Context: an optimization exercise on an open-source flow, tuned for small area and a short achievable clock period. The choices shown serve that exercise and are no tape-out recipe.
Where RTL was checked, it was by simulation tests only, not by an equivalence proof against the original.
Power figures rest on the tool's default switching activity, not on a simulated workload.

==> run a: inputs <==
// fused_multiply_add
module fused_multiply_add
(
     input                                   clk
   , input                                   rst
   , input                                   cntrl_load
   , input        [31:0]                     cntrl_init
   , input                                   pass
   , input        [15:0]                     m
   , input        [15:0]                     x
   , input        [15:0]                     c
   , output logic                            y_valid_r
   , output logic [31:0]                     y_w
);
Settings: LEC_CHECK=0, ABC_AREA=1, CAP_MARGIN=20, CORE_MARGIN=2, CORE_UTILIZATION=40, CTS_BUF_LIST=sky130_fd_sc_hd__clkbuf_8, SETUP_SLACK_MARGIN=2.8, SLEW_MARGIN=20, SYNTH_HIERARCHICAL=1, SYNTH_MINIMUM_KEEP_SIZE=0; clock period 8.0 ns.
standard.sh (not shown) runs the stock make flow with config.mk's settings and CLKGATE_MAP_FILE= SYNTH_SCRIPT=/design/flow/synth_recipe.tcl, a recipe that flattens the netlist after the stock synthesis.
==> flow/flow/run.sh <==
#!/bin/bash
# The standard layout (standard.sh), with two changes:
#  - synthesis maps logic with ABC's &nf mapper (flow/abc_map.script) in place of
#    ORFS's abc_area.script, which maps XOR-heavy logic to NAND2 trees;
#  - the port buffers are plain buf_2 cells instead of the default choice.
set -u
WORK=$(pwd)
rm -rf "$WORK/scripts"
cp -r "$FLOW_HOME/scripts" "$WORK/scripts"
cp "$WORK/flow/abc_map.script" "$WORK/scripts/abc_area.script"
export SCRIPTS_DIR="$WORK/scripts"
export BUFFER_PORTS_ARGS="-buffer_cell sky130_fd_sc_hd__buf_2"
bash standard.sh > standard.log 2>&1
==> flow/flow/abc_map.script <==
strash
&get -n
&fraig -x
&put
scorr
dc2
dretime
strash
&get -n
&dch -f
&nf {D}
&put
==> inputs of run b, as changes to run a <==
--- a/flow/design.v
+++ b/flow/design.v
@@ -11,24 +11,24 @@
    , output logic                            y_valid_r
    , output logic [31:0]                     y_w
 );
   logic [31:0] ys_r, yc_r;
   logic [25:14] yt_r;
   wire        opnd_en = pass;
   wire [15:0] cg = {16{opnd_en}} & c;
-  wire [15:0] xg = x;
+  wire [15:0] xg = {16{opnd_en}} & x;
   wire [16:-1] xe = {1'b0, xg, 1'b0};
   wire [15:-1] me = {m, 1'b0};
   wire [1:0] one0_d, two0_d, neg0_d;
-  assign one0_d[0] = pass & (me[0] ^ 1'b0);
-  assign two0_d[0] = pass & ((me[1] & ~me[0] & ~1'b0) | (~me[1] & me[0] & 1'b0));
-  assign neg0_d[0] = pass & me[1];
-  assign one0_d[1] = pass & (me[0] ^ 1'b0);
-  assign two0_d[1] = pass & ((me[1] & ~me[0] & ~1'b0) | (~me[1] & me[0] & 1'b0));
-  assign neg0_d[1] = pass & me[1];
+  assign one0_d[0] = (me[0] ^ 1'b0);
+  assign two0_d[0] = ((me[1] & ~me[0] & ~1'b0) | (~me[1] & me[0] & 1'b0));
+  assign neg0_d[0] = me[1];
+  assign one0_d[1] = (me[0] ^ 1'b0);
+  assign two0_d[1] = ((me[1] & ~me[0] & ~1'b0) | (~me[1] & me[0] & 1'b0));
+  assign neg0_d[1] = me[1];
   wire neg0 = neg0_d[0];
   wire [16:0] pp0;
   assign pp0[0] = (one0_d[0] & xe[0]) ^ neg0_d[0];
   fma_bsel u_b0_1 (.one(one0_d[0]), .two(two0_d[0]), .neg(neg0_d[0]), .xa(xe[1]), .xb(xe[0]), .p(pp0[1]));
   fma_bsel u_b0_2 (.one(one0_d[0]), .two(two0_d[0]), .neg(neg0_d[0]), .xa(xe[2]), .xb(xe[1]), .p(pp0[2]));
   fma_bsel u_b0_3 (.one(one0_d[0]), .two(two0_d[0]), .neg(neg0_d[0]), .xa(xe[3]), .xb(xe[2]), .p(pp0[3]));
   fma_bsel u_b0_4 (.one(one0_d[0]), .two(two0_d[0]), .neg(neg0_d[0]), .xa(xe[4]), .xb(xe[3]), .p(pp0[4]));
@@ -41,16 +41,16 @@
   fma_bsel u_b0_11 (.one(one0_d[1]), .two(two0_d[1]), .neg(neg0_d[1]), .xa(xe[11]), .xb(xe[10]), .p(pp0[11]));
   fma_bsel u_b0_12 (.one(one0_d[1]), .two(two0_d[1]), .neg(neg0_d[1]), .xa(xe[12]), .xb(xe[11]), .p(pp0[12]));
   fma_bsel u_b0_13 (.one(one0_d[1]), .two(two0_d[1]), .neg(neg0_d[1]), .xa(xe[13]), .xb(xe[12]), .p(pp0[13]));
   fma_bsel u_b0_14 (.one(one0_d[1]), .two(two0_d[1]), .neg(neg0_d[1]), .xa(xe[14]), .xb(xe[13]), .p(pp0[14]));
   fma_bsel u_b0_15 (.one(one0_d[1]), .two(two0_d[1]), .neg(neg0_d[1]), .xa(xe[15]), .xb(xe[14]), .p(pp0[15]));
   assign pp0[16] = (two0_d[1] & xe[15]) ^ neg0_d[1];
   wire [1:0] one1_d, two1_d, neg1_d;
-  fma_benc u_e1_0 (.en(pass), .b2(me[3]), .b1(me[2]), .b0(me[1]), .one(one1_d[0]), .two(two1_d[0]), .neg(neg1_d[0]));
-  fma_benc u_e1_1 (.en(pass), .b2(me[3]), .b1(me[2]), .b0(me[1]), .one(one1_d[1]), .two(two1_d[1]), .neg(neg1_d[1]));
+  fma_benc1 u_e1_0 (.b2(me[3]), .b1(me[2]), .b0(me[1]), .one(one1_d[0]), .two(two1_d[0]), .neg(neg1_d[0]));
+  fma_benc1 u_e1_1 (.b2(me[3]), .b1(me[2]), .b0(me[1]), .one(one1_d[1]), .two(two1_d[1]), .neg(neg1_d[1]));
   wire neg1 = neg1_d[0];
   wire [16:0] pp1;
   assign pp1[0] = (one1_d[0] & xe[0]) ^ neg1_d[0];
   fma_bsel u_b1_1 (.one(one1_d[0]), .two(two1_d[0]), .neg(neg1_d[0]), .xa(xe[1]), .xb(xe[0]), .p(pp1[1]));
   fma_bsel u_b1_2 (.one(one1_d[0]), .two(two1_d[0]), .neg(neg1_d[0]), .xa(xe[2]), .xb(xe[1]), .p(pp1[2]));
   fma_bsel u_b1_3 (.one(one1_d[0]), .two(two1_d[0]), .neg(neg1_d[0]), .xa(xe[3]), .xb(xe[2]), .p(pp1[3]));
   fma_bsel u_b1_4 (.one(one1_d[0]), .two(two1_d[0]), .neg(neg1_d[0]), .xa(xe[4]), .xb(xe[3]), .p(pp1[4]));
@@ -63,16 +63,16 @@
   fma_bsel u_b1_11 (.one(one1_d[1]), .two(two1_d[1]), .neg(neg1_d[1]), .xa(xe[11]), .xb(xe[10]), .p(pp1[11]));
   fma_bsel u_b1_12 (.one(one1_d[1]), .two(two1_d[1]), .neg(neg1_d[1]), .xa(xe[12]), .xb(xe[11]), .p(pp1[12]));
   fma_bsel u_b1_13 (.one(one1_d[1]), .two(two1_d[1]), .neg(neg1_d[1]), .xa(xe[13]), .xb(xe[12]), .p(pp1[13]));
   fma_bsel u_b1_14 (.one(one1_d[1]), .two(two1_d[1]), .neg(neg1_d[1]), .xa(xe[14]), .xb(xe[13]), .p(pp1[14]));
   fma_bsel u_b1_15 (.one(one1_d[1]), .two(two1_d[1]), .neg(neg1_d[1]), .xa(xe[15]), .xb(xe[14]), .p(pp1[15]));
   assign pp1[16] = (two1_d[1] & xe[15]) ^ neg1_d[1];
   wire [1:0] one2_d, two2_d, neg2_d;
-  fma_benc u_e2_0 (.en(pass), .b2(me[5]), .b1(me[4]), .b0(me[3]), .one(one2_d[0]), .two(two2_d[0]), .neg(neg2_d[0]));
-  fma_benc u_e2_1 (.en(pass), .b2(me[5]), .b1(me[4]), .b0(me[3]), .one(one2_d[1]), .two(two2_d[1]), .neg(neg2_d[1]));
+  fma_benc1 u_e2_0 (.b2(me[5]), .b1(me[4]), .b0(me[3]), .one(one2_d[0]), .two(two2_d[0]), .neg(neg2_d[0]));
+  fma_benc1 u_e2_1 (.b2(me[5]), .b1(me[4]), .b0(me[3]), .one(one2_d[1]), .two(two2_d[1]), .neg(neg2_d[1]));
   wire neg2 = neg2_d[0];
   wire [16:0] pp2;
   assign pp2[0] = (one2_d[0] & xe[0]) ^ neg2_d[0];
   fma_bsel u_b2_1 (.one(one2_d[0]), .two(two2_d[0]), .neg(neg2_d[0]), .xa(xe[1]), .xb(xe[0]), .p(pp2[1]));
   fma_bsel u_b2_2 (.one(one2_d[0]), .two(two2_d[0]), .neg(neg2_d[0]), .xa(xe[2]), .xb(xe[1]), .p(pp2[2]));
   fma_bsel u_b2_3 (.one(one2_d[0]), .two(two2_d[0]), .neg(neg2_d[0]), .xa(xe[3]), .xb(xe[2]), .p(pp2[3]));
   fma_bsel u_b2_4 (.one(one2_d[0]), .two(two2_d[0]), .neg(neg2_d[0]), .xa(xe[4]), .xb(xe[3]), .p(pp2[4]));
@@ -85,16 +85,16 @@
   fma_bsel u_b2_11 (.one(one2_d[1]), .two(two2_d[1]), .neg(neg2_d[1]), .xa(xe[11]), .xb(xe[10]), .p(pp2[11]));
   fma_bsel u_b2_12 (.one(one2_d[1]), .two(two2_d[1]), .neg(neg2_d[1]), .xa(xe[12]), .xb(xe[11]), .p(pp2[12]));
   fma_bsel u_b2_13 (.one(one2_d[1]), .two(two2_d[1]), .neg(neg2_d[1]), .xa(xe[13]), .xb(xe[12]), .p(pp2[13]));
   fma_bsel u_b2_14 (.one(one2_d[1]), .two(two2_d[1]), .neg(neg2_d[1]), .xa(xe[14]), .xb(xe[13]), .p(pp2[14]));
   fma_bsel u_b2_15 (.one(one2_d[1]), .two(two2_d[1]), .neg(neg2_d[1]), .xa(xe[15]), .xb(xe[14]), .p(pp2[15]));
   assign pp2[16] = (two2_d[1] & xe[15]) ^ neg2_d[1];
   wire [1:0] one3_d, two3_d, neg3_d;
-  fma_benc u_e3_0 (.en(pass), .b2(me[7]), .b1(me[6]), .b0(me[5]), .one(one3_d[0]), .two(two3_d[0]), .neg(neg3_d[0]));
-  fma_benc u_e3_1 (.en(pass), .b2(me[7]), .b1(me[6]), .b0(me[5]), .one(one3_d[1]), .two(two3_d[1]), .neg(neg3_d[1]));
+  fma_benc1 u_e3_0 (.b2(me[7]), .b1(me[6]), .b0(me[5]), .one(one3_d[0]), .two(two3_d[0]), .neg(neg3_d[0]));
+  fma_benc1 u_e3_1 (.b2(me[7]), .b1(me[6]), .b0(me[5]), .one(one3_d[1]), .two(two3_d[1]), .neg(neg3_d[1]));
   wire neg3 = neg3_d[0];
   wire [16:0] pp3;
   assign pp3[0] = (one3_d[0] & xe[0]) ^ neg3_d[0];
   fma_bsel u_b3_1 (.one(one3_d[0]), .two(two3_d[0]), .neg(neg3_d[0]), .xa(xe[1]), .xb(xe[0]), .p(pp3[1]));
   fma_bsel u_b3_2 (.one(one3_d[0]), .two(two3_d[0]), .neg(neg3_d[0]), .xa(xe[2]), .xb(xe[1]), .p(pp3[2]));
   fma_bsel u_b3_3 (.one(one3_d[0]), .two(two3_d[0]), .neg(neg3_d[0]), .xa(xe[3]), .xb(xe[2]), .p(pp3[3]));
   fma_bsel u_b3_4 (.one(one3_d[0]), .two(two3_d[0]), .neg(neg3_d[0]), .xa(xe[4]), .xb(xe[3]), .p(pp3[4]));
@@ -107,16 +107,16 @@
   fma_bsel u_b3_11 (.one(one3_d[1]), .two(two3_d[1]), .neg(neg3_d[1]), .xa(xe[11]), .xb(xe[10]), .p(pp3[11]));
   fma_bsel u_b3_12 (.one(one3_d[1]), .two(two3_d[1]), .neg(neg3_d[1]), .xa(xe[12]), .xb(xe[11]), .p(pp3[12]));
   fma_bsel u_b3_13 (.one(one3_d[1]), .two(two3_d[1]), .neg(neg3_d[1]), .xa(xe[13]), .xb(xe[12]), .p(pp3[13]));
   fma_bsel u_b3_14 (.one(one3_d[1]), .two(two3_d[1]), .neg(neg3_d[1]), .xa(xe[14]), .xb(xe[13]), .p(pp3[14]));
   fma_bsel u_b3_15 (.one(one3_d[1]), .two(two3_d[1]), .neg(neg3_d[1]), .xa(xe[15]), .xb(xe[14]), .p(pp3[15]));
   assign pp3[16] = (two3_d[1] & xe[15]) ^ neg3_d[1];
   wire [1:0] one4_d, two4_d, neg4_d;
-  fma_benc u_e4_0 (.en(pass), .b2(me[9]), .b1(me[8]), .b0(me[7]), .one(one4_d[0]), .two(two4_d[0]), .neg(neg4_d[0]));
-  fma_benc u_e4_1 (.en(pass), .b2(me[9]), .b1(me[8]), .b0(me[7]), .one(one4_d[1]), .two(two4_d[1]), .neg(neg4_d[1]));
+  fma_benc1 u_e4_0 (.b2(me[9]), .b1(me[8]), .b0(me[7]), .one(one4_d[0]), .two(two4_d[0]), .neg(neg4_d[0]));
+  fma_benc1 u_e4_1 (.b2(me[9]), .b1(me[8]), .b0(me[7]), .one(one4_d[1]), .two(two4_d[1]), .neg(neg4_d[1]));
   wire neg4 = neg4_d[0];
   wire [16:0] pp4;
   assign pp4[0] = (one4_d[0] & xe[0]) ^ neg4_d[0];
   fma_bsel u_b4_1 (.one(one4_d[0]), .two(two4_d[0]), .neg(neg4_d[0]), .xa(xe[1]), .xb(xe[0]), .p(pp4[1]));
   fma_bsel u_b4_2 (.one(one4_d[0]), .two(two4_d[0]), .neg(neg4_d[0]), .xa(xe[2]), .xb(xe[1]), .p(pp4[2]));
   fma_bsel u_b4_3 (.one(one4_d[0]), .two(two4_d[0]), .neg(neg4_d[0]), .xa(xe[3]), .xb(xe[2]), .p(pp4[3]));
   fma_bsel u_b4_4 (.one(one4_d[0]), .two(two4_d[0]), .neg(neg4_d[0]), .xa(xe[4]), .xb(xe[3]), .p(pp4[4]));
@@ -129,16 +129,16 @@
   fma_bsel u_b4_11 (.one(one4_d[1]), .two(two4_d[1]), .neg(neg4_d[1]), .xa(xe[11]), .xb(xe[10]), .p(pp4[11]));
   fma_bsel u_b4_12 (.one(one4_d[1]), .two(two4_d[1]), .neg(neg4_d[1]), .xa(xe[12]), .xb(xe[11]), .p(pp4[12]));
   fma_bsel u_b4_13 (.one(one4_d[1]), .two(two4_d[1]), .neg(neg4_d[1]), .xa(xe[13]), .xb(xe[12]), .p(pp4[13]));
   fma_bsel u_b4_14 (.one(one4_d[1]), .two(two4_d[1]), .neg(neg4_d[1]), .xa(xe[14]), .xb(xe[13]), .p(pp4[14]));
   fma_bsel u_b4_15 (.one(one4_d[1]), .two(two4_d[1]), .neg(neg4_d[1]), .xa(xe[15]), .xb(xe[14]), .p(pp4[15]));
   assign pp4[16] = (two4_d[1] & xe[15]) ^ neg4_d[1];
   wire [1:0] one5_d, two5_d, neg5_d;
-  fma_benc u_e5_0 (.en(pass), .b2(me[11]), .b1(me[10]), .b0(me[9]), .one(one5_d[0]), .two(two5_d[0]), .neg(neg5_d[0]));
-  fma_benc u_e5_1 (.en(pass), .b2(me[11]), .b1(me[10]), .b0(me[9]), .one(one5_d[1]), .two(two5_d[1]), .neg(neg5_d[1]));
+  fma_benc1 u_e5_0 (.b2(me[11]), .b1(me[10]), .b0(me[9]), .one(one5_d[0]), .two(two5_d[0]), .neg(neg5_d[0]));
+  fma_benc1 u_e5_1 (.b2(me[11]), .b1(me[10]), .b0(me[9]), .one(one5_d[1]), .two(two5_d[1]), .neg(neg5_d[1]));
   wire neg5 = neg5_d[0];
   wire [16:0] pp5;
   assign pp5[0] = (one5_d[0] & xe[0]) ^ neg5_d[0];
   fma_bsel u_b5_1 (.one(one5_d[0]), .two(two5_d[0]), .neg(neg5_d[0]), .xa(xe[1]), .xb(xe[0]), .p(pp5[1]));
   fma_bsel u_b5_2 (.one(one5_d[0]), .two(two5_d[0]), .neg(neg5_d[0]), .xa(xe[2]), .xb(xe[1]), .p(pp5[2]));
   fma_bsel u_b5_3 (.one(one5_d[0]), .two(two5_d[0]), .neg(neg5_d[0]), .xa(xe[3]), .xb(xe[2]), .p(pp5[3]));
   fma_bsel u_b5_4 (.one(one5_d[0]), .two(two5_d[0]), .neg(neg5_d[0]), .xa(xe[4]), .xb(xe[3]), .p(pp5[4]));
@@ -151,16 +151,16 @@
   fma_bsel u_b5_11 (.one(one5_d[1]), .two(two5_d[1]), .neg(neg5_d[1]), .xa(xe[11]), .xb(xe[10]), .p(pp5[11]));
   fma_bsel u_b5_12 (.one(one5_d[1]), .two(two5_d[1]), .neg(neg5_d[1]), .xa(xe[12]), .xb(xe[11]), .p(pp5[12]));
   fma_bsel u_b5_13 (.one(one5_d[1]), .two(two5_d[1]), .neg(neg5_d[1]), .xa(xe[13]), .xb(xe[12]), .p(pp5[13]));
   fma_bsel u_b5_14 (.one(one5_d[1]), .two(two5_d[1]), .neg(neg5_d[1]), .xa(xe[14]), .xb(xe[13]), .p(pp5[14]));
   fma_bsel u_b5_15 (.one(one5_d[1]), .two(two5_d[1]), .neg(neg5_d[1]), .xa(xe[15]), .xb(xe[14]), .p(pp5[15]));
   assign pp5[16] = (two5_d[1] & xe[15]) ^ neg5_d[1];
   wire [1:0] one6_d, two6_d, neg6_d;
-  fma_benc u_e6_0 (.en(pass), .b2(me[13]), .b1(me[12]), .b0(me[11]), .one(one6_d[0]), .two(two6_d[0]), .neg(neg6_d[0]));
-  fma_benc u_e6_1 (.en(pass), .b2(me[13]), .b1(me[12]), .b0(me[11]), .one(one6_d[1]), .two(two6_d[1]), .neg(neg6_d[1]));
+  fma_benc1 u_e6_0 (.b2(me[13]), .b1(me[12]), .b0(me[11]), .one(one6_d[0]), .two(two6_d[0]), .neg(neg6_d[0]));
+  fma_benc1 u_e6_1 (.b2(me[13]), .b1(me[12]), .b0(me[11]), .one(one6_d[1]), .two(two6_d[1]), .neg(neg6_d[1]));
   wire neg6 = neg6_d[0];
   wire [16:0] pp6;
   assign pp6[0] = (one6_d[0] & xe[0]) ^ neg6_d[0];
   fma_bsel u_b6_1 (.one(one6_d[0]), .two(two6_d[0]), .neg(neg6_d[0]), .xa(xe[1]), .xb(xe[0]), .p(pp6[1]));
   fma_bsel u_b6_2 (.one(one6_d[0]), .two(two6_d[0]), .neg(neg6_d[0]), .xa(xe[2]), .xb(xe[1]), .p(pp6[2]));
   fma_bsel u_b6_3 (.one(one6_d[0]), .two(two6_d[0]), .neg(neg6_d[0]), .xa(xe[3]), .xb(xe[2]), .p(pp6[3]));
   fma_bsel u_b6_4 (.one(one6_d[0]), .two(two6_d[0]), .neg(neg6_d[0]), .xa(xe[4]), .xb(xe[3]), .p(pp6[4]));
@@ -173,16 +173,16 @@
   fma_bsel u_b6_11 (.one(one6_d[1]), .two(two6_d[1]), .neg(neg6_d[1]), .xa(xe[11]), .xb(xe[10]), .p(pp6[11]));
   fma_bsel u_b6_12 (.one(one6_d[1]), .two(two6_d[1]), .neg(neg6_d[1]), .xa(xe[12]), .xb(xe[11]), .p(pp6[12]));
   fma_bsel u_b6_13 (.one(one6_d[1]), .two(two6_d[1]), .neg(neg6_d[1]), .xa(xe[13]), .xb(xe[12]), .p(pp6[13]));
   fma_bsel u_b6_14 (.one(one6_d[1]), .two(two6_d[1]), .neg(neg6_d[1]), .xa(xe[14]), .xb(xe[13]), .p(pp6[14]));
   fma_bsel u_b6_15 (.one(one6_d[1]), .two(two6_d[1]), .neg(neg6_d[1]), .xa(xe[15]), .xb(xe[14]), .p(pp6[15]));
   assign pp6[16] = (two6_d[1] & xe[15]) ^ neg6_d[1];
   wire [1:0] one7_d, two7_d, neg7_d;
-  fma_benc u_e7_0 (.en(pass), .b2(me[15]), .b1(me[14]), .b0(me[13]), .one(one7_d[0]), .two(two7_d[0]), .neg(neg7_d[0]));
-  fma_benc u_e7_1 (.en(pass), .b2(me[15]), .b1(me[14]), .b0(me[13]), .one(one7_d[1]), .two(two7_d[1]), .neg(neg7_d[1]));
+  fma_benc1 u_e7_0 (.b2(me[15]), .b1(me[14]), .b0(me[13]), .one(one7_d[0]), .two(two7_d[0]), .neg(neg7_d[0]));
+  fma_benc1 u_e7_1 (.b2(me[15]), .b1(me[14]), .b0(me[13]), .one(one7_d[1]), .two(two7_d[1]), .neg(neg7_d[1]));
   wire neg7 = neg7_d[0];
   wire [16:0] pp7;
   assign pp7[0] = (one7_d[0] & xe[0]) ^ neg7_d[0];
   fma_bsel u_b7_1 (.one(one7_d[0]), .two(two7_d[0]), .neg(neg7_d[0]), .xa(xe[1]), .xb(xe[0]), .p(pp7[1]));
   fma_bsel u_b7_2 (.one(one7_d[0]), .two(two7_d[0]), .neg(neg7_d[0]), .xa(xe[2]), .xb(xe[1]), .p(pp7[2]));
   fma_bsel u_b7_3 (.one(one7_d[0]), .two(two7_d[0]), .neg(neg7_d[0]), .xa(xe[3]), .xb(xe[2]), .p(pp7[3]));
   fma_bsel u_b7_4 (.one(one7_d[0]), .two(two7_d[0]), .neg(neg7_d[0]), .xa(xe[4]), .xb(xe[3]), .p(pp7[4]));
@@ -854,14 +854,20 @@
 module fma_gc (input gh, input ph, input gl, output g);
   assign g = gh | (ph & gl);
 endmodule
 module fma_gpc (input gh, input ph, input gl, input pl, output g, output p);
   assign g = gh | (ph & gl);
   assign p = ph & pl;
 endmodule
+module fma_benc1 (input b2, input b1, input b0, output one, output two, output neg);
+  wire   o = b1 ^ b0;
+  assign one = o;
+  assign two = ~o & (b2 ^ b1);
+  assign neg = b2;
+endmodule
 module fma_benc (input en, input b2, input b1, input b0, output one, output two, output neg);
   assign one = en & (b1 ^ b0);
   assign two = en & ((b2 & ~b1 & ~b0) | (~b2 & b1 & b0));
   assign neg = en & b2;
 endmodule
 module fma_bsel (input one, input two, input neg, input xa, input xb, output p);
   assign p = ((one & xa) | (two & xb)) ^ neg;
==> flow/flow/run.sh (replaced) <==
#!/bin/bash
# The standard layout (standard.sh), with two changes:
#  - synthesis maps logic with ABC's &nf mapper in area-recovery mode (flow/abc_map.script) in place of
#    ORFS's abc_area.script, which maps XOR-heavy logic to NAND2 trees;
#  - the port buffers are plain buf_1 cells instead of the default choice.
set -u
WORK=$(pwd)
rm -rf "$WORK/scripts"
cp -r "$FLOW_HOME/scripts" "$WORK/scripts"
cp "$WORK/flow/abc_map.script" "$WORK/scripts/abc_area.script"
export SCRIPTS_DIR="$WORK/scripts"
export BUFFER_PORTS_ARGS="-buffer_cell sky130_fd_sc_hd__buf_1"
bash standard.sh > standard.log 2>&1
==> flow/flow/abc_map.script (replaced) <==
strash
&get -n
&fraig -x
&put
scorr
dc2
strash
&get -n
&dch -f
&nf -R 1000
&put
==> flow/config.mk (replaced) <==
export PLATFORM = sky130hd
export DESIGN_NAME = fused_multiply_add
export DESIGN_NICKNAME = fused_multiply_add
export VERILOG_FILES = /design/flow/design.v
export SDC_FILE = /design/flow/constraint.sdc
export NUM_CORES = 4
export LEC_CHECK = 0
export ABC_AREA = 1
export CAP_MARGIN = 20
export CORE_MARGIN = 2
export CORE_UTILIZATION = 60
export CTS_BUF_LIST = sky130_fd_sc_hd__clkbuf_8
export SETUP_SLACK_MARGIN = 3.4
export SLEW_MARGIN = 20
export SYNTH_HIERARCHICAL = 1
export SYNTH_MINIMUM_KEEP_SIZE = 0
==> notes.md <==
Status: run b no timing/DRC/antenna violations; run a no timing/DRC/antenna violations
Cell row count: run b 48; run a 58
Highest routed metal layer: run b met4; run a met5
Starting DRC count in detailed routing: run b 605; run a 489
Count of multi-input gates: run b 835; run a 819
Bufs and invs on worst path: run b 1; run a 2
Fraction of final layout cells sized beyond drive strength 1: run b 9.69%; run a 14.2%
Worst Hold Path EP: run b ys_r[2]; run a yc_r[1]
Worst Max-Slew Pin Slew: run b 878 ps; run a 997 ps
Fin worst setup slack: run b 3490 ps; run a 3010 ps
Area share of the leading cell type in the synthesized netlist: run b 35.6%; run a 35.7%
Via count of the first global-routing pass: run b 7872; run a 7825
Worst VDD drop: run b 0.519 mV; run a 0.391 mV
Post-synthesis instance total: run b 954; run a 940
Fraction of power consumed by the clock network: run b 4.5%; run a 6.3%
Core Box Area: run b 17100 sq um; run a 25300 sq um
Overall via count from detail_route: run b 7648; run a 7490
Maximum fanout encountered on the critical timing path: run b 8; run a 43
Met3 Resource Use GR: run b 4.34%; run a 4.17%
The RTL of run a was laid out without a check of its function.

static timing again, ports no longer ideal:
Ports are ideal in the flow. The routed layouts listed here were re-timed in OpenROAD.
Step 1 (the two cells are an assumption about what drives the block):
set clk [get_ports {clk}]
set_driving_cell -lib_cell sky130_fd_sc_hd__clkbuf_16 $clk
set_driving_cell -lib_cell sky130_fd_sc_hd__buf_2 [delete_from_list [all_inputs] $clk]
Step 2, shift: input delay + t, output delay - t, t = (earliest + latest rising clock arrival at the registers) / 2. This alone moves slack from input paths to output paths.
Slacks: ideal ports / drivers / drivers and shift; pairs: ideal ports / drivers.
run	t (ns)	setup slack, ns	worst hold slack (ns)	worst setup path at the end	worst data-port slew with drivers (ns)
run a	0.425	3.013 / 3.037 / 2.611	0.860 / 0.860 / 0.860	input to register	0.07
run b	0.415	3.492 / 3.447 / 3.096	0.869 / 0.869 / 0.869	input to register	0.07
After both steps every run listed still meets setup and hold. For run a, which loses most, drivers alone change the setup slack by +0.024 ns; drivers and shift together by -0.402 ns.
